Context: an optimization exercise on an open-source flow, tuned for small area. The choices shown serve that exercise and are no tape-out recipe.
Function was checked by simulation only, so behaviour that the tests miss may differ from the original.
Power figures rest on the tool's default switching activity, not on a simulated workload.

**flow/run.sh**
```bash
#!/bin/bash
# synth_recipe.tcl (not shown) runs the flow's synth.tcl, then flattens the netlist and writes it again
# the make line also repeats each setting of config.mk as NAME=value (left out here)
make -C /OpenROAD-flow-scripts/flow DESIGN_CONFIG=/design/flow/config.mk WORK_HOME=/design/flow/orfs CLKGATE_MAP_FILE= SYNTH_SCRIPT=/design/flow/synth_recipe.tcl finish
```
**flow/config.mk**
```make
export PLATFORM = sky130hd
export DESIGN_NAME = uart_main
export DESIGN_NICKNAME = uart_main
export VERILOG_FILES = /design/flow/design.v
export SDC_FILE = /design/flow/constraint.sdc
export NUM_CORES = 4
export LEC_CHECK = 0
export CAP_MARGIN = 20
export CORE_MARGIN = 2
export CORE_UTILIZATION = 40
export SLEW_MARGIN = 20
export SYNTH_MEMORY_MAX_BITS = 4096
```
**flow/constraint.sdc**
```tcl
create_clock -name core_clock -period 10.0 [get_ports {sys_clk}]
set_input_delay 2.0000 -clock core_clock [delete_from_list [all_inputs] [get_ports {sys_clk}]]
set_output_delay 2.0000 -clock core_clock [all_outputs]
set_load 0.01 [all_outputs]
```
**flow/design.v**
```verilog
module chatter_button
(
        input       i_sys_clk,
        input       i_rst,
        input       i_key,
        output wire o_signal
);
reg PB_sync_0;
reg PB_sync_1;
reg PB_state;
reg [11:0] PB_cnt;
wire PB_cnt_max   = &PB_cnt;
assign o_signal = PB_state;
always @(posedge i_sys_clk) PB_sync_0 <= i_rst ? 1'b0 : i_key;
always @(posedge i_sys_clk) PB_sync_1 <= i_rst ? 1'b0 : PB_sync_0;
always @(posedge i_sys_clk)
begin
        if (i_rst)
        begin
                PB_cnt   <= 12'd0;
                PB_state <= 1'b0;
        end
        else
        if (PB_sync_1 == PB_state)
                PB_cnt <= 0;
        else
        begin
                PB_cnt <= PB_cnt + 12'd1;
                if (PB_cnt_max)
                        PB_state <= ~PB_state;
        end
end
endmodule
module seven_seg
(
        input            i_sys_clk,
        input            i_rst,
        input [15:0]     i_digit,
        output wire [3:0] o_scathod,
        output reg [6:0] o_ssegment
);
reg [13:0] cnt;
reg        run;
always @(posedge i_sys_clk)
begin
        if (i_rst)
        begin
                cnt <= 14'h3FFF;
                run <= 1'b0;
        end
        else
        begin
                cnt <= cnt + 14'd1;
                run <= 1'b1;
        end
end
assign o_scathod = {~run | (cnt[13:12] != 2'd0),
                    ~run | (cnt[13:12] != 2'd1),
                    ~run | (cnt[13:12] != 2'd2),
                    ~run | (cnt[13:12] != 2'd3)};
wire [3:0] out_seg = cnt[13] ? (cnt[12] ? i_digit[15:12] : i_digit[11:8])
                             : (cnt[12] ? i_digit[7:4]   : i_digit[3:0]);
always @(*)
begin
        case (out_seg)
        4'h0: o_ssegment = ~7'b0111111;
        4'h1: o_ssegment = ~7'b0000110;
        4'h2: o_ssegment = ~7'b1011011;
        4'h3: o_ssegment = ~7'b1001111;
        4'h4: o_ssegment = ~7'b1100110;
        4'h5: o_ssegment = ~7'b1101101;
        4'h6: o_ssegment = ~7'b1111101;
        4'h7: o_ssegment = ~7'b0000111;
        4'h8: o_ssegment = ~7'b1111111;
        4'h9: o_ssegment = ~7'b1101111;
        4'ha: o_ssegment = ~7'b1110111;
        4'hb: o_ssegment = ~7'b1111100;
        4'hc: o_ssegment = ~7'b0111001;
        4'hd: o_ssegment = ~7'b1011110;
        4'he: o_ssegment = ~7'b1111001;
        default: o_ssegment = ~7'b1110001;
        endcase
end
endmodule
module uart_main(
        input             sys_clk,
        input             rst,
        input [3:0]       key,
        input             UART_RX,
        input             SPI_MISO,
        output wire [3:0] scathod,
        output wire [6:0] ssegment,
        output wire [3:0] led,
        output wire       UART_TX,
        output wire       SPI_SCK,
        output wire       SPI_MOSI,
        output wire       SPI_SS
);
localparam P_CMD  = 5'd0;
localparam P_LEN  = 5'd1;
localparam P_AH   = 5'd2;
localparam P_AL   = 5'd3;
localparam P_PAY  = 5'd4;    
localparam P_CRC2 = 5'd5;
localparam R_CMD  = 5'd8;
localparam R_LEN  = 5'd9;
localparam R_AH   = 5'd10;
localparam R_AL   = 5'd11;
localparam R_DATA = 5'd12;
localparam R_CRCH = 5'd13;
localparam R_CRCL = 5'd14;
localparam R_ERR  = 5'd15;
localparam S_CMD  = 5'd16;   
localparam S_POLL = 5'd17;   
localparam S_SKIP = 5'd18;   
localparam S_DATA = 5'd19;   
reg  [4:0]  ph;
reg  [3:0]  cc;
reg  [3:0]  bc;
reg  [7:0]  sr;
reg  [15:0] crc;
reg  [7:0]  len;
reg  [7:0]  adr;
reg  [7:0]  i;
reg         rd, mem, cok, ahok;
reg         c0, inited;
reg         ss_n, sck, txr;
reg         rx0, rx1;
reg  [3:0]  led_r;
reg  [15:0] dig;
reg  [3:0]  sh_led;
reg  [7:0]  sh_dh, sh_dl;
wire [3:0] kst;
wire is_rx  = (ph[4:3] == 2'b00);
wire is_tx  = (ph[4:3] == 2'b01);
wire is_spi = ph[4];
wire [3:0] ccn = cc + 4'd1;
wire cc15 = (cc == 4'd15);
wire bc_idle = bc[3] & (bc[2:0] != 3'd0) & (bc[2:0] != 3'd7);
wire [7:0] cmp_t = (ph == S_SKIP) ? adr : len;
wire eq = (i == cmp_t);
wire [2:0] offs = {1'b0, adr[1:0]} + {1'b0, i[1:0]};
wire offv = ~|adr[7:2] & ~|i[7:2] & ~offs[2];
reg [7:0] regdata;
always @(*)
begin
        case (offs[1:0])
        2'd0: regdata = {4'b0, led_r};
        2'd1: regdata = dig[15:8];
        2'd2: regdata = dig[7:0];
        default: regdata = {4'b0, ~kst};
        endcase
        if (!offv)
                regdata = 8'h00;
end
wire crc_bad = |crc;
wire aok = ahok & ~&adr;
wire [7:0] errb = {6'b111111, crc_bad, ~crc_bad & aok};
wire [7:0] srr = {sr[0], sr[1], sr[2], sr[3], sr[4], sr[5], sr[6], sr[7]};
reg [7:0] txb;
always @(*)
begin
        case (ph[2:0])
        3'd0: txb = {rd, 6'b0, mem};
        3'd1: txb = len;
        3'd2: txb = 8'h49;
        3'd3: txb = adr;
        3'd4: txb = mem ? srr : regdata;
        3'd5: txb = crc[15:8];
        3'd6: txb = crc[7:0];
        default: txb = errb;
        endcase
end
wire [7:0] bsel = is_rx ? sr : txb;
wire [2:0] bidx = bc[3] ? ~cc[2:0] : bc[2:0];
wire bbit = bsel[bidx];
wire feed = ~cc[3] & bc[3] & (is_rx ? (bc[2:0] == 3'd0)
                                    : (bc[2:0] == 3'd7 && ph[2:0] <= 3'd4 && is_tx));
wire fb = bbit ^ crc[15];
reg [7:0] cmdb;
always @(*)
begin
        case (i[2:0])
        3'd0: cmdb = {3'b010, inited, 3'b000, c0 | inited};
        3'd5: cmdb = (c0 | inited) ? 8'hFF : 8'h95;
        default: cmdb = 8'h00;
        endcase
end
assign SPI_MOSI = (ph == S_CMD) ? cmdb[~bc[2:0]] : 1'b1;
assign SPI_SCK  = sck;
assign SPI_SS   = ss_n;
assign UART_TX  = txr;
assign led      = ~led_r;
wire rdv = cok & rd;    
always @(posedge sys_clk)
begin
        if (rst)
        begin
                ph     <= P_CMD;
                cc     <= 4'd0;
                bc     <= 4'd9;
                sr     <= 8'd0;
                crc    <= 16'hFFFF;
                len    <= 8'd0;
                adr    <= 8'd0;
                i      <= 8'd0;
                rd     <= 1'b0;
                mem    <= 1'b0;
                cok    <= 1'b0;
                ahok   <= 1'b0;
                c0     <= 1'b0;
                inited <= 1'b0;
                ss_n   <= 1'b1;
                sck    <= 1'b0;
                txr    <= 1'b1;
                rx0    <= 1'b1;
                rx1    <= 1'b1;
                led_r  <= 4'd0;
                dig    <= 16'd0;
                sh_led <= 4'd0;
                sh_dh  <= 8'd0;
                sh_dl  <= 8'd0;
        end
        else
        begin
                rx0 <= UART_RX;
                rx1 <= rx0;
                cc  <= ccn;
                sck <= is_spi & ~bc[3] & ccn[3];
                txr <= ~is_tx | (bc[3] ? (bc[2:0] != 3'd7) : bbit);
                if (cc == 4'd7 && !bc[3] && !is_tx)
                        sr <= {is_spi ? SPI_MISO : rx1, sr[7:1]};
                if (feed)
                        crc <= {crc[14:0], 1'b0} ^ (fb ? 16'h1021 : 16'h0000);
                if (is_rx)
                begin
                        if (bc_idle)
                        begin
                                if (!rx1)
                                begin
                                        bc <= 4'd15;
                                        cc <= 4'd0;
                                end
                        end
                        else if (bc == 4'd15 && cc == 4'd7 && rx1)
                                bc <= 4'd9;
                        else if (bc == 4'd8 && cc == 4'd8)
                        begin
                                bc <= 4'd9;
                                case (ph)
                                P_CMD:
                                begin
                                        rd  <= sr[7];
                                        mem <= sr[0];
                                        cok <= ~|sr[6:1];
                                        ph  <= P_LEN;
                                end
                                P_LEN:
                                begin
                                        len <= sr;
                                        ph  <= P_AH;
                                end
                                P_AH:
                                begin
                                        ahok <= (sr == 8'h49);
                                        ph   <= P_AL;
                                end
                                P_AL:
                                begin
                                        adr <= sr;
                                        i   <= 8'd0;
                                        ph  <= P_PAY;
                                end
                                P_PAY:
                                begin
                                        if (rdv || eq)
                                                ph <= P_CRC2;
                                        else
                                        begin
                                                if (offv && offs[1:0] == 2'd0)
                                                        sh_led <= sr[3:0];
                                                if (offv && offs[1:0] == 2'd1)
                                                        sh_dh <= sr;
                                                if (offv && offs[1:0] == 2'd2)
                                                        sh_dl <= sr;
                                                i <= i + 8'd1;
                                        end
                                end
                                default:  
                                begin
                                        if (!crc_bad && aok && cok)
                                        begin
                                                if (!rd && !mem && ~|adr[7:2])
                                                begin
                                                        if (adr[1:0] == 2'd0 && len != 8'd0)
                                                                led_r <= sh_led;
                                                        if ((adr[1:0] == 2'd0 && len > 8'd1) ||
                                                            (adr[1:0] == 2'd1 && len != 8'd0))
                                                                dig[15:8] <= sh_dh;
                                                        if ((adr[1:0] == 2'd0 && len > 8'd2) ||
                                                            (adr[1:0] == 2'd1 && len > 8'd1) ||
                                                            (adr[1:0] == 2'd2 && len != 8'd0))
                                                                dig[7:0] <= sh_dl;
                                                end
                                                crc <= 16'hFFFF;
                                                ph  <= R_CMD;
                                        end
                                        else
                                                ph <= R_ERR;
                                end
                                endcase
                        end
                        else if (cc15)
                                bc <= bc + 4'd1;
                end
                else if (cc15)
                begin
                        bc <= bc + 4'd1;
                        if (bc == 4'd14)
                        begin
                                if (ph == R_DATA && eq)
                                        ph <= R_CRCH;
                                if (ph == S_DATA)
                                begin
                                        if (eq)
                                        begin
                                                ss_n <= 1'b1;
                                                ph   <= R_CRCH;
                                        end
                                        else if (ss_n)
                                        begin
                                                ss_n <= 1'b0;
                                                ph   <= S_CMD;
                                                i    <= 8'd0;
                                        end
                                end
                        end
                        if (bc == 4'd8)
                        begin
                                case (ph)
                                R_CMD:  ph <= R_LEN;
                                R_LEN:  ph <= R_AH;
                                R_AH:   ph <= R_AL;
                                R_AL:   ph <= !rd ? R_CRCH : mem ? S_DATA : R_DATA;
                                R_DATA:
                                begin
                                        i  <= i + 8'd1;
                                        ph <= mem ? S_DATA : R_DATA;
                                end
                                R_CRCH: ph <= R_CRCL;
                                S_CMD:
                                begin
                                        i <= i + 8'd1;
                                        if (i[2:0] == 3'd5)
                                                ph <= S_POLL;
                                end
                                S_POLL:
                                begin
                                        if (inited)
                                        begin
                                                if (sr == 8'h7F)    
                                                begin
                                                        ph <= S_SKIP;
                                                        i  <= 8'd0;
                                                end
                                        end
                                        else if (!sr[0])            
                                        begin
                                                if (!c0)
                                                        c0 <= 1'b1;
                                                else if (sr == 8'h00)
                                                        inited <= 1'b1;
                                                ph <= S_CMD;
                                                i  <= 8'd0;
                                        end
                                end
                                S_SKIP:
                                begin
                                        if (eq)
                                        begin
                                                ph <= R_DATA;
                                                i  <= 8'd0;
                                        end
                                        else
                                                i <= i + 8'd1;
                                end
                                S_DATA: ph <= R_DATA;
                                default:  
                                begin
                                        ph  <= P_CMD;
                                        crc <= 16'hFFFF;
                                end
                                endcase
                        end
                end
        end
end
chatter_button key1(.i_sys_clk(sys_clk), .i_rst(rst), .i_key(key[0]), .o_signal(kst[0]));
chatter_button key2(.i_sys_clk(sys_clk), .i_rst(rst), .i_key(key[1]), .o_signal(kst[1]));
chatter_button key3(.i_sys_clk(sys_clk), .i_rst(rst), .i_key(key[2]), .o_signal(kst[2]));
chatter_button key4(.i_sys_clk(sys_clk), .i_rst(rst), .i_key(key[3]), .o_signal(kst[3]));
seven_seg digit_display(
        .i_sys_clk(sys_clk),
        .i_rst(rst),
        .i_digit(dig),
        .o_scathod(scathod),
        .o_ssegment(ssegment));
endmodule
```
==> summary.md, run 1 <==
| Metric | Value |
|---|---|
| Top delay family on crit path | `multiplexers` |
| Class of the tightest hold or removal check | `reg2reg` |
| Logic pwr share | `roughly 5.7%` |
| Core area | `24,200 um2` |
| Placed instance count | `~1,500` |
| Dpl hpwl | `17.7 mm` |
| Leak pwr | `4.02 nW` |
| Vias per Instance | `5.61` |
| Syn nets | `1,209` |
| Relative slew slack | `26.9%` |
| Crit path max fanout | `11` |
| CP Data Arrival Time | `about 3 ns` |
| Final setup fails | `0` |
| Root buf cell | `clkbuf_16` |
| Die height | `161 um` |
| WL/cell | `roughly 17 um` |
| Pre-CTS WS | `5.45 ns` |
| Clk pwr share | `45.5%` |
| Final min period | `5.05 ns` |
| Synth Area in XOR/XNOR | `4.97%` |
| Initial DRC count | `about 700` |
| DRT antenna net count | `0` |
| Post-route insts no fill | `1,495` |
| Clock Latency Late Sink | `0.45 ns` |
| Post-synthesis mux area share | `9.78%` |
| Crit path launch type | `register` |
| Initial antenna violation count | `0` |
| Worst-Margin Slew | `between 1 and 1.5 ns` |
| Top cell type's share of synthesized area | `about 38%` |
| Starting Density | `about two fifths` |
| Vias in the first global route | `7,908` |
| Antenna cells | `0` |
| Sequential fraction of design power | `approximately half` |
| GRT overflow | `0` |
| # hold bufs at CTS | `0` |
| Yosys cell types | `85` |
| Port Buf Inserts | `26` |
| Critical path's most frequent cell | `mux4_2` |
| Top-count cell post-synth | `dfxtp_1` |
| Fillers | `2,432` |
| Most instantiated cells after synthesis | `187 x dfxtp_1, 168 x nor2_1, 117 x nand2_1, 68 x mux2i_1, 59 x nand3_1` |
| Net Sw Power | `~0.45 mW` |
| Synth Cell Area | `9870 um2` |
| Post-synth ARST share | `0%` |
| Worst path cell trace | `mux4_2 > inv_1 > ha_1 > mux4_2 > clkdlybuf4s50_1` |
| CP max stage cell | `mux4_2` |
| First-pass GRT wire length | `41.8 mm` |
| Gr usage total | `20.1%` |
| Setup CP Type | `reg2out` |
| Worst Path Required | `8.00 ns` |
| CP peak stage delay | `0.64 ns` |
| Reg area | `roughly 3700 um2` |
| Post-synthesis adder-cell area fraction | `under 10%` |
| Predominant post-synthesis flop cell | `dfxtp_1` |
| I/O pin cnt | `27` |
| Worst Setup End Kind | `output pin` |
| Internal power | `~1.2 mW` |
| FMAX | `198 MHz` |
| Die width | `161 um` |
| Post-synthesis simple-gate area fraction | `25.7%` |
| Main combinational cell family by area after synthesis | `simple AND/OR/NAND/NOR gates` |
| Post-Route WL | `around 26 mm` |
| TritonRoute pass-1 iters | `5` |
| Peak supply drop | `0.117 mV` |
| Post-Syn Area per Cell | `about 8.4 um2` |
| Cell count after synthesis | `1,179` |
| Outcome | `no timing/DRC/antenna violations` |
| Worst-path clk slew | `0.09 ns` |
| Area growth syn-to-layout | `10.6%` |
| Routability Congestion | `0.911` |
| Synth Area in Compound Gates | `13.8%` |
| CTS-repair resized insts | `0` |
| Yosys warnings | `3` |
| Unrepaired setup endpoints after global routing | `no` |
| Via Count | `8,394` |
| Full die area | `26,000 um2` |
| Final period util | `50.5%` |
| Setup Skew | `between 0.01 and 0.015 ns` |
| H-tree levels | `4` |
| Switching share of total power | `27.9%` |
| Cell taking the most area after synthesis | `dfxtp_1` |
| Postcts setup bufs | `0` |
| Number of CTS-inserted buffers | `17` |
| DRC | `0` |
| Maxcap violations | `0` |
| Clock Sink Count | `187` |
| Pwr/cell area | `147 nW/um2` |
| Multi-input gate area | `5650 um2` |
| Largest net degree at the start of global routing | `93` |
| Layout cells sized above 1 | `approximately 7.3%` |
| Nets | `1,188` |
| Final hold violation count | `0` |
| Row count | `57` |
| Number of flops mapped to enable cells by yosys | `0` |
| Top cells by area, synth | `dfxtp_1 38%, mux2i_1 6.9%, nor2_1 6.4%` |
| Seq cells post-synth | `between 150 and 200` |
| CTS tree | `done` |
| Final WS setup | `4.95 ns` |
| Post-synthesis sequential area ratio | `about 38%` |
| Fin Setup TNS | `0 ns` |
| Hold WS | `about 0.42 ns` |
| Final Max Slew Viols | `0` |
| Max Buffers Root-to-Sink | `2` |
| Buf+Inv Stages, Crit Path | `2` |
==> through the flow <==
| stage | area [um2] | utilization (%) | total power, mW |
|---|---|---|---|
| floorplan | 9870 | - | 0.869 |
| CTS | 10900 | 45.0 | 1.62 |
| detailed placement | 10300 | 42.4 | 0.894 |
| global route | 10900 | 45.0 | 1.67 |
| global placement | 10300 | 42.3 | 0.892 |
| finish | 10900 | 45.0 | 1.61 |
==> sequential cells by signal, indices dropped and copies added (netlist names), 4 cells and up <==
name	count
adr	8
bc	4
cc	4
crc	16
dig	16
digit_display.cnt	14
i	8
key1.PB_cnt	12
key2.PB_cnt	12
key3.PB_cnt	12
key4.PB_cnt	12
led_r	4
len	8
ph	5
sh_dh	8
sh_dl	8
sh_led	4
sr	8
==> kinds of logic (layout without fill, tap and decap cells) <==
group,Yosys count,after routing
flops,187,187
buf+inv,117,109
xor+xnor,56,56
compound gates,201,201
simple gates,512,512
fa+ha+maj,22,22
mux,84,84
==> cell usage in the layout, fill, tap and decap left out, drive strengths merged, types with 6 or more instances in the layout <==
cell	n
dfxtp	187
nor2	168
nand2	118
mux2i	68
nand3	60
a21oi	55
inv	53
o21ai	52
xor2	32
and3	29
clkdlybuf4s50	25
xnor2	24
nor3	24
ha	21
nor2b	17
clkbuf	17
nand4	17
nand2b	11
nor4	11
a211oi	10
mux4	9
or2	9
o22ai	8
a22oi	8
or3	8
buf	8
nor3b	8
a31oi	7
o211ai	7
mux2	7
clkinv	6
==> worst reg2reg max path, cell delays in order, from the launching register on <==
cell and delay, ns:
dfxtp_1 0.45, ha_1 0.27, fa_1 0.69, nor2b_1 0.54, a22oi_1 0.23, nor4_1 0.49, or3_1 0.20, a31oi_1 0.10
a221oi_1 0.64, nor3_1 0.09, o311ai_1 0.28
==> area by class of cell <==
cell class | instances | share of cell area [%]
Clock inverter | 15 | 2.04
Timing Repair Buffer | 33 | 2.84
Inverter | 44 | 1.51
Sequential cell | 187 | 34.3
Clock buffer | 17 | 3.90
Tap cell | 324 | 3.71
Multi-Input combinational cell | 875 | 51.7
==> final timing paths <==
check	start	to	slack [ns]	cells after the start
hold reg to reg	digit_display.cnt[0]$_SDFF_PP1_	digit_display.cnt[0]$_SDFF_PP1_	0.42	1
setup reg to reg	adr[0]$_SDFFE_PP0P_	crc[0]$_SDFF_PP1_	5.92	10
hold / removal	digit_display.cnt[0]$_SDFF_PP1_	digit_display.cnt[0]$_SDFF_PP1_	0.42	1
setup / recovery	digit_display.cnt[12]$_SDFF_PP1_	ssegment[3]	4.95	5
==> power by group through the flow <==
stage          registers, mW  logic (mW)  clock network [mW]
6_report               0.785      0.0925               0.732
5_1_grt                0.789       0.104               0.775
4_1_cts                0.786      0.0927               0.746
3_5_place_dp           0.803      0.0912                   0
3_3_place_gp           0.802      0.0901                   0
2_1_floorplan          0.792      0.0770                   0
==> per-layer routing <==
| metal | routed length, um | share of wire, % | vias up | global-route usage [%] |
|---|---|---|---|---|
| met3 | 1400 | 5.4 | 51 | 4.13 |
| met4 | 685 | 2.7 | 0 | 6.94 |
| li1 | - | - | 4096 | - |
| met2 | 11400 | 44 | 245 | 31.8 |
| met5 | 0 | 0 | - | 0 |
| met1 | 12300 | 48 | 4002 | 27.3 |
==> run 2: changes to the inputs <==
--- a/flow/design.v
+++ b/flow/design.v
@@ -9,6 +9,6 @@
 reg PB_sync_1;
 reg PB_state;
-reg [11:0] PB_cnt;
-wire PB_cnt_max   = &PB_cnt;
+reg [12:0] PB_cnt;
+wire PB_cnt_max = (PB_cnt == 13'h1BA4);
 assign o_signal = PB_state;
 always @(posedge i_sys_clk) PB_sync_0 <= i_rst ? 1'b0 : i_key;
@@ -16,18 +16,15 @@
 always @(posedge i_sys_clk)
 begin
+        if (PB_sync_1 == PB_state || PB_cnt_max)
+                PB_cnt <= 13'd0;
+        else
+                PB_cnt <= {PB_cnt[11:0], ~(PB_cnt[12] ^ PB_cnt[11])};
+end
+always @(posedge i_sys_clk)
+begin
         if (i_rst)
-        begin
-                PB_cnt   <= 12'd0;
                 PB_state <= 1'b0;
-        end
-        else
-        if (PB_sync_1 == PB_state)
-                PB_cnt <= 0;
-        else
-        begin
-                PB_cnt <= PB_cnt + 12'd1;
-                if (PB_cnt_max)
-                        PB_state <= ~PB_state;
-        end
+        else if (PB_sync_1 != PB_state && PB_cnt_max)
+                PB_state <= ~PB_state;
 end
 endmodule
@@ -40,17 +37,23 @@
         output reg [6:0] o_ssegment
 );
-reg [13:0] cnt;
+reg [12:0] lf;
+reg [1:0]  dsel;
 reg        run;
+wire       lf_end = (lf == 13'h1BA4);
+wire [13:0] cnt = {dsel, 12'd0};
 always @(posedge i_sys_clk)
 begin
         if (i_rst)
         begin
-                cnt <= 14'h3FFF;
-                run <= 1'b0;
+                lf   <= 13'h1BA4;
+                dsel <= 2'd3;
+                run  <= 1'b0;
         end
         else
         begin
-                cnt <= cnt + 14'd1;
-                run <= 1'b1;
+                lf   <= lf_end ? 13'd0 : {lf[11:0], ~(lf[12] ^ lf[11])};
+                if (lf_end)
+                        dsel <= dsel + 2'd1;
+                run  <= 1'b1;
         end
 end
@@ -138,6 +141,6 @@
 wire cc15 = (cc == 4'd15);
 wire bc_idle = bc[3] & (bc[2:0] != 3'd0) & (bc[2:0] != 3'd7);
-wire [7:0] cmp_t = (ph == S_SKIP) ? adr : len;
-wire eq = (i == cmp_t);
+wire eq  = (i == len);
+wire eqA = (i == adr);
 wire [2:0] offs = {1'b0, adr[1:0]} + {1'b0, i[1:0]};
 wire offv = ~|adr[7:2] & ~|i[7:2] & ~offs[2];
@@ -195,32 +198,4 @@
 always @(posedge sys_clk)
 begin
-        if (rst)
-        begin
-                ph     <= P_CMD;
-                cc     <= 4'd0;
-                bc     <= 4'd9;
-                sr     <= 8'd0;
-                crc    <= 16'hFFFF;
-                len    <= 8'd0;
-                adr    <= 8'd0;
-                i      <= 8'd0;
-                rd     <= 1'b0;
-                mem    <= 1'b0;
-                cok    <= 1'b0;
-                ahok   <= 1'b0;
-                c0     <= 1'b0;
-                inited <= 1'b0;
-                ss_n   <= 1'b1;
-                sck    <= 1'b0;
-                txr    <= 1'b1;
-                rx0    <= 1'b1;
-                rx1    <= 1'b1;
-                led_r  <= 4'd0;
-                dig    <= 16'd0;
-                sh_led <= 4'd0;
-                sh_dh  <= 8'd0;
-                sh_dl  <= 8'd0;
-        end
-        else
         begin
                 rx0 <= UART_RX;
@@ -377,5 +352,5 @@
                                 S_SKIP:
                                 begin
-                                        if (eq)
+                                        if (eqA)
                                         begin
                                                 ph <= R_DATA;
@@ -395,4 +370,19 @@
                 end
         end
+        if (rst)
+        begin
+                ph     <= P_CMD;
+                bc     <= 4'd9;
+                crc    <= 16'hFFFF;
+                c0     <= 1'b0;
+                inited <= 1'b0;
+                ss_n   <= 1'b1;
+                sck    <= 1'b0;
+                txr    <= 1'b1;
+                rx0    <= 1'b1;
+                rx1    <= 1'b1;
+                led_r  <= 4'd0;
+                dig    <= 16'd0;
+        end
 end
 chatter_button key1(.i_sys_clk(sys_clk), .i_rst(rst), .i_key(key[0]), .o_signal(kst[0]));
==> run 2 against run 1 <==
Against the previous run:
- sequential share of layout area grew 8.5 points
- synthesized cell count down 20%
- fmax grew 2.3%
- cell count is 16% lower
- critical path depth increased by 3
- global-route usage increased by 0.055 points
- hold slack got worse by 0.0033 ns
- largest cell class unchanged
==> summary.md, run 2 <==
| Metric | Value |
|---|---|
| Final min period | `just under 5 ns` |
| Placed instance count | `around 1,200` |
| H-tree levels | `4` |
| Number of flops mapped to enable cells by yosys | `56` |
| Synth Area in Compound Gates | `11.5%` |
| Final Max Slew Viols | `0` |
| Antenna cells | `0` |
| Setup Skew | `between 0.009 and 0.01 ns` |
| Net Sw Power | `0.409 mW` |
| Crit path launch type | `register` |
| Port Buf Inserts | `26` |
| Die height | `156 um` |
| Fin Setup TNS | `0 ns` |
| Clk pwr share | `42.4%` |
| Post-synthesis sequential area ratio | `roughly 48%` |
| Top-count cell post-synth | `dfxtp_1` |
| # hold bufs at CTS | `0` |
| Top cell type's share of synthesized area | `~30%` |
| Post-route insts no fill | `1,249` |
| Synth Area in XOR/XNOR | `about 2.8%` |
| I/O pin cnt | `27` |
| Post-synth ARST share | `0%` |
| Nets | `981` |
| Number of CTS-inserted buffers | `17` |
| Utilization after layout | `around 45%` |
| Root buf cell | `clkbuf_16` |
| Core area | `22,600 um2` |
| Unrepaired setup endpoints after global routing | `no` |
| Layout cells sized above 1 | `roughly 8.4%` |
| Postcts setup bufs | `0` |
| Crit path max fanout | `8` |
| Commonest non-fill, non-tap cell in the layout | `dfxtp_1` |
| Seq cells post-synth | `about 190` |
| Post-Syn Area per Cell | `9.76 um2` |
| Syn nets | `973` |
| DRT antenna net count | `0` |
| FMAX | `approximately 200 MHz` |
| Final hold violation count | `0` |
| Worst Setup End Kind | `output pin` |
| Die width | `156 um` |
| Yosys cell types | `83` |
| Pwr/cell area | `158 nW/um2` |
| CTS-repair resized insts | `0` |
| First-pass GRT wire length | `38.1 mm` |
| Worst-Margin Slew | `0.856 ns` |
| Outcome | `no timing/DRC/antenna violations` |
| Synth Cell Area | `about 9200 um2` |
| Relative slew slack | `41.5%` |
| CP Data Arrival Time | `about 3 ns` |
| Final period util | `around 49%` |
| Yosys warnings | `3` |
| Post-synthesis simple-gate area fraction | `between 20% and 30%` |
| Cell count after synthesis | `943` |
| TritonRoute pass-1 iters | `7` |
| Full die area | `24,200 um2` |
| Clock Sink Count | `192` |
| Most frequent cells in the layout | `136 x dfxtp_1, 94 x nand2_1, 76 x nor2_1` |
| Internal power | `about 1.2 mW` |
| Setup CP Type | `reg2out` |
| Vias in the first global route | `6,962` |
| Cell taking the most area after synthesis | `dfxtp_1` |
| Vias per Instance | `roughly 5.6` |
| WL/cell | `18.6 um` |
| Clock Latency Late Sink | `0.44 ns` |
| Sequential fraction of design power | `50.8%` |
| Pre-CTS WS | `5.51 ns` |
| Area after DPL | `9680 um2` |
| CTS tree | `done` |
| Maxcap violations | `0` |
| Initial DRC count | `around 650` |
| Class of the tightest hold or removal check | `reg2reg` |
| Starting Density | `40.7%` |
| Largest net degree at the start of global routing | `50` |
| Row count | `55` |
| Post-synthesis adder-cell area fraction | `under 10%` |
| Finished Cell Area | `about 10,000 um2` |
| Logic pwr share | `6.8%` |
| Peak supply drop | `around 0.097 mV` |
| Top cells by area, synth | `dfxtp_1 30%, edfxtp_1 18%, nand2_1 3.8%` |
| Area growth syn-to-layout | `11.9%` |
| Switching share of total power | `25.2%` |
| Final WS setup | `just over 5 ns` |
| Post-synthesis mux area share | `under 10%` |
| Post-Route WL | `23.2 mm` |
| Main combinational cell family by area after synthesis | `simple AND/OR/NAND/NOR gates` |
| Top Registers | `crc: 16 flops, dig: 16 flops` |
| Max Buffers Root-to-Sink | `2` |
| Via Count | `7,037` |
| Routability Congestion | `0.959` |
| Worst Path Required | `~8 ns` |
| Dpl hpwl | `between 15 and 20 mm` |
| Gr usage total | `20.1%` |
| Leak pwr | `approximately 3.7 nW` |
| DRC | `0` |
| Worst-path clk slew | `0.08 ns` |
| Final setup fails | `0` |
| GRT overflow | `0` |
| Most instantiated cells after synthesis | `136 x dfxtp_1, 94 x nand2_1, 76 x nor2_1, 56 x edfxtp_1, 45 x and2_1` |
| Initial antenna violation count | `0` |
| Predominant post-synthesis flop cell | `dfxtp_1` |
## run 2: through the flow
stage	hold WS, ns	total power, mW
6_report	0.412	1.62
4_1_cts	0.416	1.64
3_3_place_gp	0.394	0.952
5_1_grt	0.421	1.68
2_1_floorplan	0.389	0.919
3_5_place_dp	0.398	0.951
## run 2: worst paths after layout
check                      endpoint  slack [ns]  depth (start not counted)                                from
hold reg to reg      rx1$_SDFF_PP1_        0.41                          1                      rx0$_SDFF_PP1_
setup reg to reg  crc[5]$_SDFF_PP1_        5.92                          9                      i[0]$_DFFE_PP_
setup / recovery        ssegment[3]        5.07                          8  digit_display.dsel[0]$_SDFFE_PP1P_
hold / removal       rx1$_SDFF_PP1_        0.41                          1                      rx0$_SDFF_PP1_
## run 2: kinds of logic after synthesis
logic type,Yosys count
xor gates and xnor gates,29
AOI/OAI and AO/OA,152
muxes,46
buffers and inverters,78
and+or+nand+nor,424
adders and majority gates,22
DFF,192
## run 2: final cells by class
class / instances / area [um2]
fill: 2115 / 12300
multi-input combinational: 673 / 4480
sequential: 192 / 4400
inverter: 32 / 120
clock inverter: 13 / 138
timing repair buffer: 35 / 320
clock buffer: 19 / 475
tap: 285 / 357
## run 2: power groups by stage
stage / Combinational (mW) / Sequential (mW) / Clock, mW
final: 0.111 / 0.825 / 0.689
after detailed placement: 0.109 / 0.842 / 0
after global placement: 0.110 / 0.842 / 0
after global routing: 0.122 / 0.827 / 0.733
after CTS: 0.109 / 0.824 / 0.703
after floorplan: 0.0843 / 0.835 / 0
## run 2: critical path, cell delays in order, from the launching register on
cell             delay, ns
dfxtp_1               0.62
mux4_2                0.64
inv_1                 0.13
ha_1                  0.17
inv_1                 0.08
nor2_1                0.10
a211oi_1              0.06
a31oi_1               0.15
clkdlybuf4s50_1       0.55
## run 2: per-layer routing
layer	part of all wire (%)	vias up	wire [um]	track usage (%)
met5	0	-	0	0
li1	-	3410	-	-
met3	6.2	57	1450	4.50
met4	3.0	0	699	8.17
met2	43	233	10100	30.4
met1	47	3337	11000	28.0
==> run 3: changes to the inputs <==
==> flow/flow/run.sh (new file) <==
#!/bin/bash
# Own layout flow: the standard ORFS flow (standard.sh) with three changes.
#  1. Synthesis is synth_recipe.tcl unchanged except that Yosys's abc call uses
#     flow/area.abc, an area-oriented logic mapping script, instead of ORFS's speed
#     script. Registers are mapped before abc, so they keep their names and cells.
#  2. CTS runs without dummy loads (-dont_use_dummy_load), with CTS_BUF_LIST's buffers.
#  3. Ports are buffered (as the standard flow does) with sky130_fd_sc_hd__buf_1.
# Each tool's output goes to the ORFS logs under orfs/logs; make's output to flow.log.
set -euo pipefail
W=$(pwd)
F=$W/flow
{
  printf 'proc abc {args} {\n'
  printf '  set i [lsearch $args -script]\n'
  printf '  set args [lreplace $args $i [expr {$i + 1}] -script %s]\n' "$F/area.abc"
  printf '  yosys abc {*}$args\n'
  printf '}\n'
  cat "$W/synth_recipe.tcl"
} > "$W/area_synth.tcl"
sed "s#$W/synth_recipe.tcl#$W/area_synth.tcl#g" "$W/standard.sh" > "$W/area_standard.sh"
grep -q area_synth.tcl "$W/area_standard.sh"
BUFS=sky130_fd_sc_hd__clkbuf_16
export CTS_ARGS="-sink_clustering_enable -repair_clock_nets -dont_use_dummy_load -buf_list $BUFS"
export BUFFER_PORTS_ARGS="-buffer_cell sky130_fd_sc_hd__buf_1"
bash "$W/area_standard.sh" > "$W/flow.log" 2>&1
==> flow/flow/area.abc (new file) <==
strash; &get -n; &st; &deepsyn -J 20 -S 1; &dch -f; &nf -R 1000; &put
==> flow/standard.sh (new file) <==
#!/bin/bash
# synth_recipe.tcl (not shown) runs the flow's synth.tcl, then flattens the netlist and writes it again
# the make line also repeats each setting of config.mk as NAME=value (left out here)
make -C /OpenROAD-flow-scripts/flow DESIGN_CONFIG=/design/flow/config.mk WORK_HOME=/design/flow/orfs CLKGATE_MAP_FILE= SYNTH_SCRIPT=/design/flow/synth_recipe.tcl "${@:-finish}"
removed: flow/run.sh
==> run 3 against run 2 <==
Against the previous run:
- largest cell class is now registers
- routed wire length is 15% lower
- still clean on timing, DRC and antenna
- worst setup slack better by 0.12 ns
- combinational power is 31% lower
==> summary.md, run 3 <==
| Metric | Value |
|---|---|
| Outcome | `no timing/DRC/antenna violations` |
| Final WS setup | `5.18 ns` |
| Die height | `146 um` |
| Clock Latency Late Sink | `0.43 ns` |
| Vias per Instance | `5.57` |
| Worst Path Required | `8.00 ns` |
| Top Registers | `crc: 16 flops, dig: 16 flops` |
| Post-Route WL | `19.8 mm` |
| Post-Syn Area per Cell | `10.4 um2` |
| Synth Cell Area | `8090 um2` |
| Crit path max fanout | `10` |
| Yosys cell types | `53` |
| Dpl hpwl | `13.8 mm` |
| Port Buf Inserts | `26` |
| Final period util | `48.2%` |
| Final setup fails | `0` |
| Final min period | `4.82 ns` |
| Largest net degree at the start of global routing | `33` |
| CTS-repair resized insts | `0` |
| Vias in the first global route | `5,721` |
| Worst-path clk slew | `0.06 ns` |
| Top delay family on crit path | `buffers and inverters` |
| Number of flops mapped to enable cells by yosys | `56` |
| Most instantiated cells after synthesis | `136 x dfxtp_1, 61 x nor2_1, 56 x edfxtp_1, 53 x nand2_1, 35 x nor3_1` |
| TritonRoute pass-1 iters | `5` |
| Fillers | `1,953` |
| Leak pwr | `around 3.1 nW` |
| Top-count cell post-synth | `dfxtp_1` |
| Yosys warnings | `3` |
| Maxcap violations | `0` |
| Relative slew slack | `26.8%` |
| Worst Setup End Kind | `output pin` |
| DRT antenna net count | `0` |
| Cell taking the most area after synthesis | `dfxtp_1` |
| Via Count | `about 6,000` |
| CP Data Arrival Time | `2.82 ns` |
| Antenna cells | `0` |
| Core area | `20,000 um2` |
| Critical path's most frequent cell | `nand3_1` |
| I/O pin cnt | `27` |
| Worst path cell trace | `clkinv_1 > nand3_1 > nand3_1 > a31oi_1 > clkinv_1 > ha_1 > nand2_1 > nand3_1 > o21ai_0 > buf_1` |
| Top cell type's share of synthesized area | `33.7%` |
| Syn nets | `~810` |
| Net Sw Power | `0.315 mW` |
| CP peak stage delay | `0.57 ns` |
| Area growth syn-to-layout | `11.2%` |
| Commonest non-fill, non-tap cell in the layout | `dfxtp_1` |
| Reg area | `4400 um2` |
| Seq cells post-synth | `192` |
| Die width | `146 um` |
| Pwr/cell area | `162 nW/um2` |
| Number of CTS-inserted buffers | `17` |
| Final Max Slew Viols | `0` |
| Postcts setup bufs | `0` |
| Pre-CTS WS | `~5.6 ns` |
| Internal power | `1.14 mW` |
| Clock Sink Count | `roughly 190` |
| Routability Congestion | `between 0.9 and 1` |
| Final hold violation count | `0` |
| Cell count after synthesis | `775` |
| Unrepaired setup endpoints after global routing | `no` |
| Post-synthesis sequential area ratio | `54.4%` |
| Peak supply drop | `0.101 mV` |
| Multi-input gate area | `3600 um2` |
| Initial DRC count | `663` |
| Full die area | `21,400 um2` |
| DRC | `0` |
| CP max stage cell | `dfxtp_1` |
| Worst-Margin Slew | `1.09 ns` |
| Utilization after layout | `44.9%` |
| Crit path launch type | `register` |
| FMAX | `208 MHz` |
| CTS tree | `done` |
| Logic pwr share | `roughly 5.3%` |
| Predominant post-synthesis flop cell | `dfxtp_1` |
| WL/cell | `~18 um` |
| Initial antenna violation count | `0` |
| Buf+Inv Stages, Crit Path | `3` |
| Row count | `52` |
| Gr usage total | `between 10% and 20%` |
| Setup CP Type | `reg2out` |
| Switching share of total power | `21.7%` |
| Clk pwr share | `37.5%` |
| Setup Skew | `0.0238 ns` |
| H-tree levels | `4` |
| Max Buffers Root-to-Sink | `2` |
| Class of the tightest hold or removal check | `reg2reg` |
| First-pass GRT wire length | `31.5 mm` |
| Root buf cell | `clkbuf_16` |
| Most frequent cells in the layout | `136 x dfxtp_1, 61 x nor2_1, 56 x edfxtp_1` |
| Layout cells sized above 1 | `3.41%` |
| # hold bufs at CTS | `0` |
| Sequential fraction of design power | `57.2%` |
| Starting Density | `40.4%` |
| GRT overflow | `0` |
| Post-synth ARST share | `0%` |
| Fin Setup TNS | `0 ns` |
| Hold WS | `between 0.4 and 0.5 ns` |
| Top cells by area, synth | `dfxtp_1 34%, edfxtp_1 21%, ha_1 3.2%` |
| Nets | `853` |
## run 3: power by group through the flow
stage               registers, mW  clock network [mW]  logic (mW)
floorplan                   0.843                   0      0.0541
CTS                         0.832               0.560      0.0771
finish                      0.832               0.545      0.0764
global placement            0.848                   0      0.0757
global route                0.834               0.591      0.0872
detailed placement          0.848                   0      0.0768
## run 3: logic make-up after synthesis
logic type / Yosys count / share of synthesized area [%]
compound gates: 166 / 14.6
fa+ha+maj: 22 / 3.50
mux: 7 / 1.67
xor+xnor: 22 / 2.38
flops: 192 / 54.4
buf+inv: 29 / 1.35
simple gates: 337 / 22.1
## run 3: worst paths after layout
check | start | to | slack [ns] | cells past startpoint
worst max-delay path | digit_display.dsel[0]$_SDFFE_PP1P_ | ssegment[1] | 5.18 | 10
worst min register to register | rx0$_SDFF_PP1_ | rx1$_SDFF_PP1_ | 0.41 | 1
worst min-delay path | rx0$_SDFF_PP1_ | rx1$_SDFF_PP1_ | 0.41 | 1
worst max register to register | adr[0]$_DFFE_PP_ | crc[5]$_SDFF_PP1_ | 5.96 | 13
## run 3: through the flow
stage	total power [mW]	instances	cell area (um2)
2_1_floorplan	0.897	775	8090
3_3_place_gp	0.924	1074	8560
3_5_place_dp	0.925	1074	8570
4_1_cts	1.47	1091	8990
5_1_grt	1.51	1091	9000
6_report	1.45	1091	9000
## run 3: metal layers
layer	wire (um)	part of all wire, %	global-route usage [%]	up-vias
met5	0	0	0	-
met4	424	2.1	6.70	0
met3	1080	5.5	3.88	31
met2	9070	46	29.5	186
met1	9190	46	26.1	2872
li1	-	-	-	2993
## run 3: area by class of cell
cell class	instances	share of cell area, %
repair buffers	29	1.35
clock buffers	17	4.73
multi-input cells	554	40.0
well taps	270	3.75
inverters	29	1.21
flip-flops and latches	192	48.9
==> run 4: changes to the inputs <==
--- a/flow/flow/run.sh
+++ b/flow/flow/run.sh
@@ -20,5 +20,5 @@
 sed "s#$W/synth_recipe.tcl#$W/area_synth.tcl#g" "$W/standard.sh" > "$W/area_standard.sh"
 grep -q area_synth.tcl "$W/area_standard.sh"
-BUFS=sky130_fd_sc_hd__clkbuf_16
+BUFS=sky130_fd_sc_hd__clkbuf_8
 export CTS_ARGS="-sink_clustering_enable -repair_clock_nets -dont_use_dummy_load -buf_list $BUFS"
 export BUFFER_PORTS_ARGS="-buffer_cell sky130_fd_sc_hd__buf_1"
==> run 4 against run 3 <==
Against the previous run:
- still clean on timing, DRC and antenna
- worst setup slack lost 0.042 ns
- fmax fell by 0.86%
- clock power down 31%
- first-iteration DRC count down 17%
- synthesized cell count unchanged
- design area is 2.1% lower
- combinational power hardly changed
- core utilization is 0.96 points lower
- area after synthesis is the same
- hold slack better by 0.0044 ns
- critical path type unchanged
==> summary.md, run 4 <==
| Metric | Value |
|---|---|
| Outcome | `no timing/DRC/antenna violations` |
| Layout cells sized above 1 | `under 10%` |
| TritonRoute pass-1 iters | `5` |
| Worst Hold Path EP | `rx1$_SDFF_PP1_` |
| Post-Route WL | `around 20 mm` |
| Final Max Slew Viols | `0` |
| Setup CP Type | `reg2out` |
| Yosys warnings | `3` |
| Relative slew slack | `28.2%` |
| Top cell type's share of synthesized area | `33.7%` |
| Vias per Instance | `between 5 and 6` |
| Starting Density | `40.4%` |
| DRC | `0` |
| Cell count after synthesis | `775` |
| Gr usage total | `18.7%` |
| Final min period | `4.86 ns` |
| Clock Sink Count | `192` |
| DRT antenna net count | `0` |
| CTS tree | `done` |
| Post-route insts no fill | `1,091` |
| Port Buf Inserts | `26` |
| Largest net degree at the start of global routing | `33` |
| GRT overflow | `0` |
| Maxcap violations | `0` |
| I/O pin cnt | `27` |
| Crit path max fanout | `10` |
| Final setup fails | `0` |
| Row count | `52` |
| Hold Startpoint | `rx0$_SDFF_PP1_` |
| Unrepaired setup endpoints after global routing | `no` |
| Top cells by area, synth | `dfxtp_1 34%, edfxtp_1 21%, ha_1 3.2%` |
| Post-synth ARST share | `0%` |
| Crit Reg-Reg Endpoint | `crc[12]$_SDFF_PP1_` |
| Area growth syn-to-layout | `8.86%` |
| WL/cell | `18.1 um` |
| Fillers | `1,990` |
| Post-synthesis sequential area ratio | `a little over half` |
| Nets | `around 850` |
| Final period util | `48.6%` |
| FMAX | `206 MHz` |
| Worst r2r src | `adr[0]$_DFFE_PP_` |
| First-pass GRT wire length | `31.3 mm` |
| CP peak stage delay | `0.58 ns` |
| Top Registers | `crc: 16 flops, dig: 16 flops` |
| Leak pwr | `3.05 nW` |
| H-tree levels | `4` |
| Predominant post-synthesis flop cell | `dfxtp_1` |
| Worst Setup End Kind | `output pin` |
| Hold path depth | `1` |
| Routability Congestion | `0.929` |
| Root buf cell | `clkbuf_8` |
| Commonest non-fill, non-tap cell in the layout | `dfxtp_1` |
| # hold bufs at CTS | `0` |
| Post-Syn Area per Cell | `about 10 um2` |
| Most instantiated cells after synthesis | `136 x dfxtp_1, 61 x nor2_1, 56 x edfxtp_1, 53 x nand2_1, 35 x nor3_1` |
| Max Buffers Root-to-Sink | `2` |
| Reg-to-reg slack, setup | `5.99 ns` |
| Worst-path clk slew | `~0.09 ns` |
| Peak supply drop | `0.0658 mV` |
| Crit path launch type | `register` |
| Postcts setup bufs | `0` |
| Placed instance count | `about 1,100` |
| Seq cells post-synth | `~190` |
| Core area | `20,000 um2` |
| Die height | `146 um` |
| Initial antenna violation count | `0` |
| Most frequent cells in the layout | `136 x dfxtp_1, 61 x nor2_1, 56 x edfxtp_1` |
| Critical path's most frequent cell | `nand3_1` |
| CTS-repair resized insts | `0` |
| Worst Path Required | `8.00 ns` |
| Top-count cell post-synth | `dfxtp_1` |
| Number of flops mapped to enable cells by yosys | `56` |
| Number of CTS-inserted buffers | `17` |
| Clock Latency Late Sink | `approximately 0.46 ns` |
| CP Data Arrival Time | `2.86 ns` |
| Worst-Margin Slew | `1.07 ns` |
| Via Count | `6,145` |
| Class of the tightest hold or removal check | `reg2reg` |
| Fin Setup TNS | `0 ns` |
| Synth Cell Area | `between 8000 and 9000 um2` |
| Worst reg-to-reg path cell count | `13` |
| Cell taking the most area after synthesis | `dfxtp_1` |
| Syn nets | `just over 800` |
| Yosys cell types | `53` |
| Vias in the first global route | `5,715` |
| Dpl hpwl | `13.8 mm` |
| Final hold violation count | `0` |
| Initial DRC count | `548` |
| Full die area | `21,400 um2` |
| Die width | `146 um` |
| CP max stage cell | `dfxtp_1` |
| Setup Skew | `0.0364 ns` |
| Antenna cells | `0` |
| Worst path cell trace | `clkinv_1 > nand3_1 > nand3_1 > a31oi_1 > clkinv_1 > ha_1 > nand2_1 > nand3_1 > o21ai_0 > buf_1` |
| Pwr/cell area | `146 nW/um2` |
-- run 4: cells by family after synthesis --
kind of cell | share of synthesized area (%)
AND/OR/NAND/NOR | 22.1
buffers and inverters | 1.35
AO/OA/AOI/OAI | 14.6
XOR/XNOR | 2.38
multiplexers | 1.67
adder cells (fa/ha/maj) | 3.50
flip-flops | 54.4
-- run 4: cell type report --
type / count / area, um2 / share of cell area [%]
clock buffer: 17 / 234 / 2.66
inverter: 29 / 109 / 1.24
multi-input combinational: 554 / 3600 / 40.9
sequential: 192 / 4400 / 50.0
tap: 270 / 338 / 3.84
timing repair buffer: 29 / 121 / 1.38
-- run 4: stage by stage --
step | power (mW) | instance area (um2) | setup slack, ns | util [%] | hold slack [ns]
5_1_grt | 1.34 | 8810 | 4.85 | 43.9 | 0.447
3_3_place_gp | 0.924 | 8560 | 5.72 | 42.7 | 0.401
6_report | 1.28 | 8810 | 5.14 | 43.9 | 0.411
2_1_floorplan | 0.897 | 8090 | 6.06 | - | 0.391
4_1_cts | 1.30 | 8800 | 5.10 | 43.9 | 0.410
3_5_place_dp | 0.925 | 8570 | 5.62 | 42.8 | 0.412
-- run 4: worst max-delay path by stage --
stage                                             startpoint           to  slack [ns]  cells past startpoint
after CTS                 digit_display.dsel[0]$_SDFFE_PP1P_  ssegment[1]        5.10                     10
final                     digit_display.dsel[0]$_SDFFE_PP1P_  ssegment[1]        5.14                     10
after global placement    digit_display.dsel[0]$_SDFFE_PP1P_  ssegment[1]        5.72                     10
after floorplan           digit_display.dsel[0]$_SDFFE_PP1P_  ssegment[1]        6.06                      9
after detailed placement  digit_display.dsel[0]$_SDFFE_PP1P_  ssegment[1]        5.62                     10
after global routing      digit_display.dsel[0]$_SDFFE_PP1P_  ssegment[1]        4.85                     10
-- run 4: report_power, final --
part / leakage, nW / internal (mW) / switching, mW / total, mW
combinational: 1.33 / 0.0310 / 0.0455 / 0.0765
clock: 0.122 / 0.151 / 0.227 / 0.377
sequential: 1.60 / 0.811 / 0.0201 / 0.831
total: 3.05 / 0.993 / 0.292 / 1.28
-- run 4: critical path: cells and delay by family, from the launching register on --
family | cells | cell delay [ns]
compound gates | 2 | 0.50
flops | 1 | 0.58
simple gates | 4 | 0.36
buf+inv | 3 | 0.64
fa+ha+maj | 1 | 0.32
-- run 4: routing by layer --
layer	global-route usage, %	up-vias	wire (um)
li1	-	2985	-
met1	25.8	2913	9050
met2	29.3	211	9050
met3	4.00	36	1170
met4	6.12	0	459
met5	0	-	0
==> run 5: changes to the inputs <==
==> flow/flow/run.sh (replaced) <==
#!/bin/bash
# Own layout flow: the standard ORFS flow (standard.sh) with four changes.
#  1. Synthesis is synth_recipe.tcl unchanged except that Yosys's abc call uses
#     flow/area.abc, an area-oriented logic mapping script, instead of ORFS's speed
#     script. Registers are mapped before abc, so they keep their names and cells.
#  2. CTS runs without dummy loads (-dont_use_dummy_load), with clkbuf_8 buffers.
#  3. Ports are buffered (as the standard flow does) with sky130_fd_sc_hd__buf_1.
#  4. No adder extraction before abc (ADDER_MAP_FILE empty): abc maps the adders
#     together with the rest of the logic.
# Each tool's output goes to the ORFS logs under orfs/logs; make's output to flow.log.
set -euo pipefail
W=$(pwd)
F=$W/flow
{
  printf 'proc abc {args} {\n'
  printf '  set i [lsearch $args -script]\n'
  printf '  set args [lreplace $args $i [expr {$i + 1}] -script %s]\n' "$F/area.abc"
  printf '  yosys abc {*}$args\n'
  printf '}\n'
  cat "$W/synth_recipe.tcl"
} > "$W/area_synth.tcl"
sed -e "s#$W/synth_recipe.tcl#$W/area_synth.tcl#g" -e 's#^make -C \(.*\) "\${@:-finish}"$#make -C \1 ADDER_MAP_FILE= "${@:-finish}"#' "$W/standard.sh" > "$W/area_standard.sh"
grep -q "ADDER_MAP_FILE= " "$W/area_standard.sh"
grep -q area_synth.tcl "$W/area_standard.sh"
export CTS_ARGS="-sink_clustering_enable -repair_clock_nets -dont_use_dummy_load -buf_list sky130_fd_sc_hd__clkbuf_8"
export BUFFER_PORTS_ARGS="-buffer_cell sky130_fd_sc_hd__buf_1"
bash "$W/area_standard.sh" > "$W/flow.log" 2>&1
==> run 5 against run 4 <==
Against the previous run:
- count of clock-buffer cells in the layout stayed put
- sequential cell count did not move
- clock power up 1%
- sequential share of layout area grew 1.6 points
- critical endpoint unchanged
- highest routed layer unchanged
==> summary.md, run 5 <==
| Metric | Value |
|---|---|
| Outcome | `no timing/DRC/antenna violations` |
| Worst Path Required | `around 8.0 ns` |
| WP depth | `8` |
| Number of CTS-inserted buffers | `17` |
| Vias per Instance | `5.79` |
| CP peak stage delay | `about 0.48 ns` |
| Full die area | `just over 20,000 um2` |
| Postcts setup bufs | `0` |
| WL/cell | `18.2 um` |
| Dpl hpwl | `13.9 mm` |
| FMAX | `approximately 220 MHz` |
| Synth Area in Compound Gates | `between 10% and 20%` |
| Most instantiated cells after synthesis | `136 x dfxtp_1, 84 x nor2_1, 77 x nand2_1, 56 x edfxtp_1, 36 x o21ai_0` |
| Yosys cell types | `56` |
| Crit path max fanout | `9` |
| Buf+Inv Stages, Crit Path | `1` |
| CTS-repair resized insts | `0` |
| Final period util | `45.8%` |
| Yosys warnings | `3` |
| Post-synthesis sequential area ratio | `a little under three fifths` |
| Post-synth ARST share | `0%` |
| Post-synthesis adder-cell area fraction | `0%` |
| Fin Setup TNS | `0 ns` |
| Die height | `~140 um` |
| Layout cells sized above 1 | `2.91%` |
| Area growth syn-to-layout | `8.96%` |
| Clock Latency Late Sink | `0.48 ns` |
| Top Registers | `crc: 16 flops, dig: 16 flops` |
| Worst reg-to-reg path cell count | `14` |
| Seq cells post-synth | `192` |
| Relative slew slack | `41.5%` |
| Final Max Slew Viols | `0` |
| Hold path depth | `1` |
| Post-synthesis mux area share | `less than 1%` |
| Main combinational cell family by area after synthesis | `simple AND/OR/NAND/NOR gates` |
| Cell taking the most area after synthesis | `dfxtp_1` |
| Final setup fails | `0` |
| First-pass GRT wire length | `31.3 mm` |
| Most frequent cells in the layout | `136 x dfxtp_1, 84 x nor2_1, 77 x nand2_1` |
| Top-count cell post-synth | `dfxtp_1` |
| Worst path cell trace | `nor2_1 > a222oi_1 > nand2_1 > nor2b_1 > mux2_1 > nand2_1 > o21ai_0 > buf_1` |
| Top delay family on crit path | `simple AND/OR/NAND/NOR gates` |
| Final min period | `between 4 and 5 ns` |
| Post-route insts no fill | `~1,100` |
| Synth Area in XOR/XNOR | `2.24%` |
| Syn nets | `around 780` |
| Maxcap violations | `0` |
| DRC | `0` |
| Synth Cell Area | `7830 um2` |
| Gr usage total | `between 10% and 20%` |
| GRT overflow | `0` |
| Root buf cell | `clkbuf_8` |
| Commonest non-fill, non-tap cell in the layout | `dfxtp_1` |
| Antenna cells | `0` |
| Top cell type's share of synthesized area | `roughly a third` |
| Starting Density | `40.5%` |
| Clock Sink Count | `approximately 190` |
| Largest net degree at the start of global routing | `37` |
| Post-Syn Area per Cell | `10.1 um2` |
| Initial DRC count | `around 670` |
| Final hold violation count | `0` |
| DRT antenna net count | `0` |
| Post-synthesis simple-gate area fraction | `a little under a quarter` |
| Fillers | `1,865` |
| # hold bufs at CTS | `0` |
| Unrepaired setup endpoints after global routing | `no` |
| Cell count after synthesis | `776` |
| CTS tree | `done` |
| Reg-to-reg slack, setup | `6.06 ns` |
| Predominant post-synthesis flop cell | `dfxtp_1` |
| Port Buf Inserts | `26` |
| Nets | `834` |
| H-tree levels | `4` |
| Worst-Margin Slew | `0.874 ns` |
| Setup Skew | `0.0410 ns` |
| Routability Congestion | `0.985` |
| Row count | `51` |
| Top cells by area, synth | `dfxtp_1 35%, edfxtp_1 21%, nor2_1 4.0%` |
| Crit path launch type | `register` |
| Via Count | `~6,300` |
| Initial antenna violation count | `0` |
| Vias in the first global route | `about 5,900` |
| Setup CP Type | `reg2out` |
| CP max stage cell | `a222oi_1` |
| TritonRoute pass-1 iters | `8` |
| Post-Route WL | `roughly 20 mm` |
| Class of the tightest hold or removal check | `reg2reg` |
| I/O pin cnt | `27` |
| Worst Setup End Kind | `output pin` |
| Critical path's most frequent cell | `nand2_1` |
| Max Buffers Root-to-Sink | `2` |
| Worst-path clk slew | `0.11 ns` |
| CP Data Arrival Time | `2.58 ns` |
| Leak pwr | `2.93 nW` |
| Peak supply drop | `0.0810 mV` |
| Number of flops mapped to enable cells by yosys | `between 50 and 60` |
| Core area | `19,300 um2` |
| Die width | `144 um` |
| Placed instance count | `1,072` |
| Pwr/cell area | `150 nW/um2` |
## run 5: per-layer routing
metal / routed length (um) / GRT usage (%) / vias up
li1: - / - / 3007
met5: 0 / 0 / -
met3: 1310 / 3.80 / 48
met2: 8680 / 30.0 / 255
met4: 551 / 7.17 / 0
met1: 9230 / 27.6 / 2994
## run 5: stage by stage
stage | power, mW | hold WS [ns] | util [%] | setup slack [ns] | cell area, um2
6_report | 1.28 | 0.423 | 44.1 | 5.42 | 8530
2_1_floorplan | 0.889 | 0.391 | - | 6.09 | 7830
4_1_cts | 1.29 | 0.425 | 44.1 | 5.38 | 8530
3_3_place_gp | 0.913 | 0.396 | 42.9 | 5.91 | 8300
5_1_grt | 1.33 | 0.435 | 44.1 | 5.08 | 8530
3_5_place_dp | 0.913 | 0.413 | 42.9 | 5.77 | 8300
## run 5: kinds of logic (layout without fill, tap and decap cells)
family | Yosys count | count (layout)
AOI/OAI and AO/OA | 179 | 179
and+or+nand+nor | 365 | 365
xor gates and xnor gates | 20 | 20
DFF | 192 | 192
buffers and inverters | 15 | 63
muxes | 5 | 5
## run 5: worst paths after layout
kind | startpoint | endpoint
max reg2reg | i[4]$_DFFE_PP_ | crc[12]$_SDFF_PP1_
min | key2.PB_cnt[10]$_SDFF_PP0_ | key2.PB_cnt[11]$_SDFF_PP0_
max | digit_display.dsel[1]$_SDFFE_PP1P_ | ssegment[1]
min reg2reg | key2.PB_cnt[10]$_SDFF_PP0_ | key2.PB_cnt[11]$_SDFF_PP0_
## run 5: power breakdown
part	total (mW)	switching, mW	internal (mW)
combinational	0.0680	0.0431	0.0250
clock	0.382	0.232	0.151
sequential	0.828	0.0171	0.811
total	1.28	0.292	0.986
## run 5: area by class of cell
| class | count | area, um2 | area share [%] |
|---|---|---|---|
| Sequential cell | 192 | 4400 | 51.6 |
| Multi-Input combinational cell | 569 | 3370 | 39.5 |
| Tap cell | 265 | 332 | 3.89 |
| Timing Repair Buffer | 31 | 136 | 1.60 |
| Clock buffer | 17 | 234 | 2.74 |
| Inverter | 15 | 56.3 | 0.660 |
## run 5: worst register-to-register path, cell delays in order, from the launching register on
cell	delay (ns)
edfxtp_1	0.47
clkinv_1	0.18
o2bb2ai_1	0.16
a2111oi_0	0.64
o2111a_1	0.30
nand2_1	0.17
o31ai_1	0.33
a21oi_1	0.11
a211oi_1	0.23
a21oi_1	0.05
o21ai_0	0.59
xnor2_1	0.20
nand3_1	0.19
nor2_1	0.06
a211oi_1	0.19
==> run 6: changes to the inputs <==
--- a/flow/design.v
+++ b/flow/design.v
@@ -9,16 +9,15 @@
 reg PB_sync_1;
 reg PB_state;
-reg [12:0] PB_cnt;
+localparam [12:0] INV = 13'h0AAA;
+reg  [12:0] PB_cnt_q;
+wire [12:0] PB_cnt = PB_cnt_q ^ INV;
 wire PB_cnt_max = (PB_cnt == 13'h1BA4);
+wire PB_clear = (PB_sync_1 == PB_state) || PB_cnt_max;
+wire [12:0] PB_cnt_next = PB_clear ? 13'd0 : {PB_cnt[11:0], ~(PB_cnt[12] ^ PB_cnt[11])};
 assign o_signal = PB_state;
 always @(posedge i_sys_clk) PB_sync_0 <= i_rst ? 1'b0 : i_key;
 always @(posedge i_sys_clk) PB_sync_1 <= i_rst ? 1'b0 : PB_sync_0;
 always @(posedge i_sys_clk)
-begin
-        if (PB_sync_1 == PB_state || PB_cnt_max)
-                PB_cnt <= 13'd0;
-        else
-                PB_cnt <= {PB_cnt[11:0], ~(PB_cnt[12] ^ PB_cnt[11])};
-end
+        PB_cnt_q <= PB_cnt_next ^ INV;
 always @(posedge i_sys_clk)
 begin
@@ -37,5 +36,7 @@
         output reg [6:0] o_ssegment
 );
-reg [12:0] lf;
+localparam [12:0] INV = 13'h0AAA;
+reg [12:0] lf_q;
+wire [12:0] lf = lf_q ^ INV;
 reg [1:0]  dsel;
 reg        run;
@@ -46,5 +47,5 @@
         if (i_rst)
         begin
-                lf   <= 13'h1BA4;
+                lf_q <= 13'h1BA4 ^ INV;
                 dsel <= 2'd3;
                 run  <= 1'b0;
@@ -52,5 +53,5 @@
         else
         begin
-                lf   <= lf_end ? 13'd0 : {lf[11:0], ~(lf[12] ^ lf[11])};
+                lf_q <= (lf_end ? 13'd0 : {lf[11:0], ~(lf[12] ^ lf[11])}) ^ INV;
                 if (lf_end)
                         dsel <= dsel + 2'd1;
--- a/flow/config.mk
+++ b/flow/config.mk
@@ -8,5 +8,5 @@
 export CAP_MARGIN = 20
 export CORE_MARGIN = 2
-export CORE_UTILIZATION = 40
+export CORE_UTILIZATION = 60
 export SLEW_MARGIN = 20
 export SYNTH_MEMORY_MAX_BITS = 4096
==> run 6 against run 5 <==
Against the previous run:
- still clean on timing, DRC and antenna
- area after synthesis decreased by 1.6%
- design area decreased by 2.6%
- sequential power is 0.6% higher
- non-clock buffer count increased by 1
- critical path type unchanged
- critical endpoint is now ssegment[2]
==> summary.md, run 6 <==
| Metric | Value |
|---|---|
| Vias per Instance | `around 6.3` |
| FMAX | `192 MHz` |
| Via Count | `roughly 6,300` |
| Final setup fails | `0` |
| Cell taking the most area after synthesis | `dfxtp_1` |
| First-pass GRT wire length | `31.2 mm` |
| Setup CP Type | `reg2out` |
| Row count | `41` |
| DRC | `0` |
| Max Buffers Root-to-Sink | `2` |
| Placed instance count | `988` |
| Final hold violation count | `0` |
| Post-Syn Area per Cell | `9.83 um2` |
| Die width | `roughly 120 um` |
| Top delay family on crit path | `simple AND/OR/NAND/NOR gates` |
| Post-synthesis sequential area ratio | `57.2%` |
| Synth Cell Area | `7700 um2` |
| Most instantiated cells after synthesis | `136 x dfxtp_1, 101 x nor2_1, 99 x nand2_1, 56 x edfxtp_1, 42 x o21ai_0` |
| Pre-CTS WS | `roughly 5.4 ns` |
| Post-Route WL | `just under 20 mm` |
| Fillers | `1,060` |
| H-tree levels | `4` |
| Nets | `843` |
| Initial antenna violation count | `0` |
| Clock Latency Late Sink | `~0.45 ns` |
| Top-count cell post-synth | `dfxtp_1` |
| Top cells by area, synth | `dfxtp_1 35%, edfxtp_1 22%, nor2_1 4.9%` |
| Postcts setup bufs | `0` |
| Worst Setup End Kind | `output pin` |
| Setup Skew | `0.0290 ns` |
| Dpl hpwl | `13.8 mm` |
| Yosys cell types | `just under 50` |
| Post-synthesis simple-gate area fraction | `23.2%` |
| Vias in the first global route | `5,990` |
| Number of flops mapped to enable cells by yosys | `56` |
| GRT overflow | `0` |
| Reg-to-reg slack, setup | `5.58 ns` |
| Worst-path clk slew | `about 0.09 ns` |
| Outcome | `no timing/DRC/antenna violations` |
| Pwr Total | `1.32 mW` |
| Buf+Inv Stages, Crit Path | `2` |
| Worst Path Required | `8.00 ns` |
| Final min period | `5.20 ns` |
| CTS tree | `done` |
| I/O pin cnt | `27` |
| Port Buf Inserts | `26` |
| Post-synthesis mux area share | `less than 1%` |
| Relative slew slack | `33.0%` |
| Starting Density | `roughly 61%` |
| Yosys warnings | `3` |
| Final period util | `between 50% and 60%` |
| CP peak stage delay | `0.55 ns` |
| Main combinational cell family by area after synthesis | `simple AND/OR/NAND/NOR gates` |
| Seq cells post-synth | `~190` |
| Worst path cell trace | `nor2b_1 > clkinv_1 > o22ai_1 > a211o_1 > nor2_1 > nand3b_1 > o21ai_0 > nor2_1 > nand2_1 > nand3_1 > o21ai_0 > a21oi_1 > buf_1` |
| Gr usage total | `between 20 and 30%` |
| Most frequent cells in the layout | `136 x dfxtp_1, 101 x nor2_1, 99 x nand2_1` |
| Worst-Margin Slew | `0.997 ns` |
| Antenna cells | `0` |
| Met3 wire len | `1.41 mm` |
| # hold bufs at CTS | `0` |
| Met2 wire len | `8.98 mm` |
| DR top layer | `met4` |
| Peak supply drop | `0.0932 mV` |
| Leak pwr | `between 2 and 3 nW` |
| Pwr/cell area | `159 nW/um2` |
| Class of the tightest hold or removal check | `reg2reg` |
| Largest net degree at the start of global routing | `42` |
| CP Data Arrival Time | `roughly 3.2 ns` |
| DRT antenna net count | `0` |
| Number of CTS-inserted buffers | `17` |
| Crit path launch type | `register` |
| Final WS setup | `roughly 4.8 ns` |
| M1 WL | `8.30 mm` |
| WL/cell | `19.2 um` |
| Area growth syn-to-layout | `7.83%` |
| Top Registers | `crc: 16 flops, dig: 16 flops` |
| Die height | `117 um` |
| Root buf cell | `clkbuf_8` |
| Post-synth ARST share | `0%` |
| Fin Setup TNS | `0 ns` |
| Maxcap violations | `0` |
| Synth Area in XOR/XNOR | `2.96%` |
| Syn nets | `~790` |
| Post-synthesis adder-cell area fraction | `0%` |
| CP max stage cell | `dfxtp_1` |
| TritonRoute pass-1 iters | `5` |
| Clock Sink Count | `between 150 and 200` |
| Top cell type's share of synthesized area | `35.3%` |
| Unrepaired setup endpoints after global routing | `no` |
| Predominant post-synthesis flop cell | `dfxtp_1` |
| Commonest non-fill, non-tap cell in the layout | `dfxtp_1` |
| Synth Area in Compound Gates | `14.9%` |
| CTS-repair resized insts | `0` |
| Full die area | `13,800 um2` |
| Core area | `12,600 um2` |
| Routability Congestion | `0.992` |
| Final Max Slew Viols | `0` |
| Cell count after synthesis | `784` |
| Layout cells sized above 1 | `3.12%` |
| Post-route insts no fill | `1,005` |
| Crit path max fanout | `11` |
| Initial DRC count | `~560` |
[run 6: path summary, 6_finish.rpt]
| path | start | end | cells past startpoint |
|---|---|---|---|
| hold / removal | key4.PB_cnt_q[0]$_SDFF_PP0_ | key4.PB_cnt_q[1]$_DFF_P_ | 1 |
| setup / recovery | digit_display.dsel[0]$_SDFFE_PP1P_ | ssegment[2] | 13 |
| setup reg to reg | i[1]$_DFFE_PP_ | crc[5]$_SDFF_PP1_ | 12 |
| hold reg to reg | key4.PB_cnt_q[0]$_SDFF_PP0_ | key4.PB_cnt_q[1]$_DFF_P_ | 1 |
[run 6: layout make-up]
type,count,area [um2],area share [%]
flip-flops and latches,192,4400,53.0
multi-input cells,568,3220,38.8
clock buffers,17,234,2.82
well taps,172,215,2.59
repair buffers,32,144,1.73
inverters,24,90.1,1.08
[run 6: logic make-up (layout without fill, tap and decap cells)]
kind of cell    after synthesis  in the layout
simple gates                368            368
flops                       192            192
compound gates              169            169
xor+xnor                     26             26
buf+inv                      24             73
mux                           5              5
[run 6: power by group]
part           internal [mW]  switching [mW]
clock network          0.151           0.225
logic                 0.0393          0.0686
registers              0.814          0.0196
total                   1.00           0.313
[run 6: stage by stage]
stage | utilization [%] | hold slack, ns | cell area [um2]
2_1_floorplan | - | 0.353 | 7700
4_1_cts | 66.0 | 0.376 | 8300
5_1_grt | 66.1 | 0.389 | 8310
6_report | 66.1 | 0.378 | 8310
3_5_place_dp | 64.2 | 0.366 | 8060
3_3_place_gp | 64.2 | 0.359 | 8060
[run 6: worst register-to-register path, cell delays in order (launching register included)]
cell	delay, ns
edfxtp_1	0.59
xnor2_1	0.73
o21ai_0	0.26
nor4_1	0.66
nor3b_1	0.49
a221o_1	0.22
a21oi_1	0.04
nor4_1	0.30
nor3_1	0.09
a31oi_1	0.41
xnor2_1	0.20
nor2b_1	0.23
a21oi_1	0.10
[run 6: layer usage]
metal / track usage, % / up-vias
met1: 38.1 / 3013
met3: 6.03 / 45
met5: 0 / -
met4: 12.8 / 0
li1: - / 2970
met2: 45.2 / 266

==> what the ideal ports hide <==
No port has a modelled driver above. Below, the same layouts with a new extraction and two added sets of constraints.
Step 1 sets driving cells, clkbuf_16 on the clock port and buf_2 on the other inputs (assumed; they add their load-dependent delay and slew).
Step 2 times the ports against the registers' clock, not the clock port: input delays grow and output delays shrink by t, the midpoint of the rising clock arrivals with the driver on.
a / b / c = no drivers / after step 1 / after step 2; a / b = the first two.
run | shift t [ns] | setup slack, ns
run 1 | 0.492 | 4.954 / 4.907 / 5.399
run 2 | 0.479 | 5.066 / 5.024 / 5.503
run 3 | 0.467 | 5.182 / 5.140 / 5.606
run 4 | 0.492 | 5.140 / 5.103 / 5.594
run 5 | 0.495 | 5.417 / 5.379 / 5.778
run 6 | 0.483 | 4.799 / 4.755 / 5.238
After both steps every run listed still meets setup and hold.
